This is an optimization exercise on Yosys and OpenROAD, whose aim is small area and a short achievable clock period, not a production implementation.
In this exercise RTL edits were held to simulation tests only and were not proved equivalent to the original.
Power figures rest on the tool's default switching activity, not on a simulated workload.

== the reference run ==
Design ALU_TOP, start of the top module:
module ALU_TOP #(parameter width = 16)
(
    input wire [width-1:0] A, B,
    input wire [3:0] ALU_FUN,
    input wire CLK, RST,
    output wire [(width*2)-1:0] Arith_OUT,
    output wire [width-1:0] Logic_OUT, CMP_OUT,
    output wire [width:0] SHIFT_OUT,
    output wire Carry_OUT, Arith_Flag, Logic_Flag, CMP_Flag, SHIFT_Flag
);
clock: 90.0 ns
lec_check: 0
abc_area: 1
abc_clock_period_in_ps: 90000
cap_margin: 20
core_margin: 2
core_utilization: 40
slew_margin: 20
run.sh (not shown) runs the stock make flow with config.mk's settings and CLKGATE_MAP_FILE= SYNTH_SCRIPT=/design/flow/synth_recipe.tcl, a recipe that flattens the netlist after the stock synthesis.
--- input diff the reference run..the trial run ---
- CORE_UTILIZATION changed from 40 to 65
- PLACE_DENSITY newly set to 0.8
Notes after the runs:
Going from the reference run to the trial run, design area fell by about 1.2%, clock buffer instance count of the final layout down 1, share of total power consumed by net switching went down, internal power lower, layout buffer count excluding clock buffers grew by 3.
Number of buffer and inverter stages on the critical path, the trial run and the reference run: higher on the trial run
When the final numbers for the trial run and the reference run were put side by side, the sequential share of power turned out to be greater in the trial run.
Between the trial run and the reference run, it is the trial run whose smallest hold slack is lower, by 11 ps.
Comparing the trial run and the reference run, proportion of cell area spent on the clock network is higher on the trial run.

========
Another version of the RTL of ALU_TOP (not shown whole).
Size in the first run: roughly 120 I/O pins.
==> flow/config.mk <==
export PLATFORM = sky130hd
export DESIGN_NAME = ALU_TOP
export DESIGN_NICKNAME = ALU_TOP
export VERILOG_FILES = /design/flow/design.v
export SDC_FILE = /design/flow/constraint.sdc
export NUM_CORES = 4
export LEC_CHECK = 0
export ABC_AREA = 1
export ABC_CLOCK_PERIOD_IN_PS = 90000
export CAP_MARGIN = 20
export CORE_MARGIN = 2
export CORE_UTILIZATION = 40
export PLACE_DENSITY = 0.75
export SLEW_MARGIN = 20
==> flow/constraint.sdc <==
create_clock -name core_clock -period 90.0 [get_ports {CLK}]
set_input_delay 18.0000 -clock core_clock [delete_from_list [all_inputs] [get_ports {CLK}]]
set_output_delay 18.0000 -clock core_clock [all_outputs]
set_load 0.01 [all_outputs]
standard.sh (not shown) runs the stock make flow with config.mk's settings and CLKGATE_MAP_FILE= SYNTH_SCRIPT=/design/flow/synth_recipe.tcl, a recipe that flattens the netlist after the stock synthesis.
==> flow/flow/run.sh <==
#!/bin/bash
# The standard layout (the standard.sh: ORFS synthesis through finish).
# The one change: every input and output port still gets its own buffer, but a
# plain sky130_fd_sc_hd__buf_1 instead of the delay cell buffer_ports picks by itself.
set -euo pipefail
export BUFFER_PORTS_ARGS="-buffer_cell sky130_fd_sc_hd__buf_1"
bash standard.sh > standard.log 2>&1
The baseline finished clean.
Change:
Settings changed: CTS_BUF_LIST set to sky130_fd_sc_hd__clkbuf_8, CTS_CLUSTER_SIZE set to 8.
- sequential share of layout area barely changes
- global-route usage barely changes
- non-clock buffer count does not change
- total power came out lower by 2.6%
- cell area came out lower by 0.59%
- worst hold slack loses 0.037 ns
- via count barely changes
- setup slack gains 0.037 ns
- combinational power is about the same
- die area stays the same
- cell count hardly moves
Change:
==> flow/run.sh (new file) <==
#!/bin/bash
# synth_recipe.tcl (not shown) runs the flow's synth.tcl, then flattens the netlist and writes it again
# the make line also repeats each setting of config.mk as NAME=value (left out here)
make -C /OpenROAD-flow-scripts/flow DESIGN_CONFIG=/design/flow/config.mk WORK_HOME=/design/flow/orfs CLKGATE_MAP_FILE= SYNTH_SCRIPT=/design/flow/synth_recipe.tcl finish
Settings changed: CTS_BUF_LIST sky130_fd_sc_hd__clkbuf_8 to unset, CTS_CLUSTER_SIZE 8 to unset.
removed: flow/flow/run.sh
removed: flow/standard.sh
After rerunning:
- maximum frequency went down by 1.4%
- worst hold slack improved by 0.29 ns
- setup slack got worse by 0.50 ns
- total power went up by 4.6%
- synthesized area does not change
- wire length went up by 6.7%
- global-route usage went up by 1.5 points
- die area does not change
- via count went up by 4.0%
- sequential power is about the same
- utilization went up by 1.8 points

========
RTL: one of the versions met above, not the one the previous note started from.
Size in the first run: about 2800 cells after synthesis, about 120 I/O pins, ~18000 sq um of cells after synthesis.
## ALU_TOP
module ALU_TOP #(parameter width = 16)
(
    input wire [width-1:0] A, B,
    input wire [3:0] ALU_FUN,
    input wire CLK, RST,
    output wire [(width*2)-1:0] Arith_OUT,
    output wire [width-1:0] Logic_OUT, CMP_OUT,
    output wire [width:0] SHIFT_OUT,
    output wire Carry_OUT, Arith_Flag, Logic_Flag, CMP_Flag, SHIFT_Flag
);
    wire Arith_Enable, Logic_Enable, CMP_Enable, SHIFT_Enable;
    wire A_eq_B, A_lt_B;
    wire [1:0] ALU_FUN_Upper, ALU_FUN_Lower;
    assign ALU_FUN_Upper = ALU_FUN[3:2];
    assign ALU_FUN_Lower = ALU_FUN[1:0];
    Decoder Decoder(.ALU_FUN_Upper(ALU_FUN_Upper), .Arith_Enable(Arith_Enable), .Logic_Enable(Logic_Enable), .CMP_Enable(CMP_Enable), .SHIFT_Enable(SHIFT_Enable));
    ARITHMETIC_UNIT #(.width(width)) ARITHMETIC_UNIT(.A(A), .B(B), .ALU_FUN(ALU_FUN), .Arith_Enable(Arith_Enable), .CLK(CLK), .RST(RST), .Arith_OUT(Arith_OUT), .Carry_OUT(Carry_OUT), .Arith_Flag(Arith_Flag), .A_eq_B(A_eq_B), .A_lt_B(A_lt_B));
  ...
clock: 90.0 ns
lec_check: 0
abc_area: 1
abc_clock_period_in_ps: 90000
cap_margin: 20
core_margin: 2
core_utilization: 40
slew_margin: 20
tns_end_percent: 0
==> flow/flow/run.sh <==
#!/bin/bash
# The standard layout (the standard.sh: ORFS synthesis through finish), with
# ORFS's timing repair asked for extra setup slack.  The clock period and the
# constraints are the design's; the margin only makes repair_timing work on the
# paths to the registers, which otherwise have slack to spare.
set -euo pipefail
export SETUP_SLACK_MARGIN=55
bash standard.sh > standard.log 2>&1
==> next run, changes <==
--- a/flow/flow/run.sh
+++ b/flow/flow/run.sh
@@ -6,3 +6,3 @@
 set -euo pipefail
-export SETUP_SLACK_MARGIN=55
+export SETUP_SLACK_MARGIN=56
 bash standard.sh > standard.log 2>&1
Settings changed: TNS_END_PERCENT 0 to unset.
After rerunning:
- The new run produced a clean layout
- utilization came out higher by 4.3 points
- worst setup slack gets better by 0.31 ns
- final area came out higher by 9.1%
- wire length came out higher by 4.5%
- die area stays the same
- combinational power came out higher by 7.1%
- non-clock buffer count came out higher by 79
- synthesized cell count is unchanged
- clock-buffer cell count is unchanged
- sequential power stays flat
- final cell count came out higher by 2.4%

separate check: timing with driven ports:
The results above use ideal ports. As a check the final layouts listed here were re-extracted and re-timed, cells and wires unchanged. Step 1, drivers: a clkbuf_16 drives CLK and a buf_2 each remaining input, both assumed. Step 2 also shifts input and output timing later by t, the mid clock arrival at the registers, as if the neighbouring blocks saw the same clock. Slacks: no drivers / after step 1 / after step 2; pairs: no drivers / after step 1.
| run | t, ns | slack for setup (ns) | worst slew at a driven data input, ns |
|---|---|---|---|
| the reference run | 0.413 | 53.248 / 53.275 / 52.862 | 0.10 |
| the trial run | 0.408 | 53.023 / 53.047 / 52.639 | 0.09 |
| the first run of note 2 | 0.412 | 53.831 / 53.854 / 53.442 | 0.12 |
| the second run of note 2 | 0.433 | 53.868 / 53.884 / 53.451 | 0.10 |
| the third run of note 2 | 0.406 | 53.368 / 53.356 / 52.950 | 0.06 |
| the first run of note 3 | 0.416 | 56.246 / 56.270 / 55.854 | 0.11 |
| the second run of note 3 | 0.417 | 56.559 / 56.581 / 56.164 | 0.11 |
After both steps every run listed still meets setup and hold. The setup slack of the third run of note 2, which loses most, moves by -0.012 ns with the drivers and by -0.418 ns with both steps.
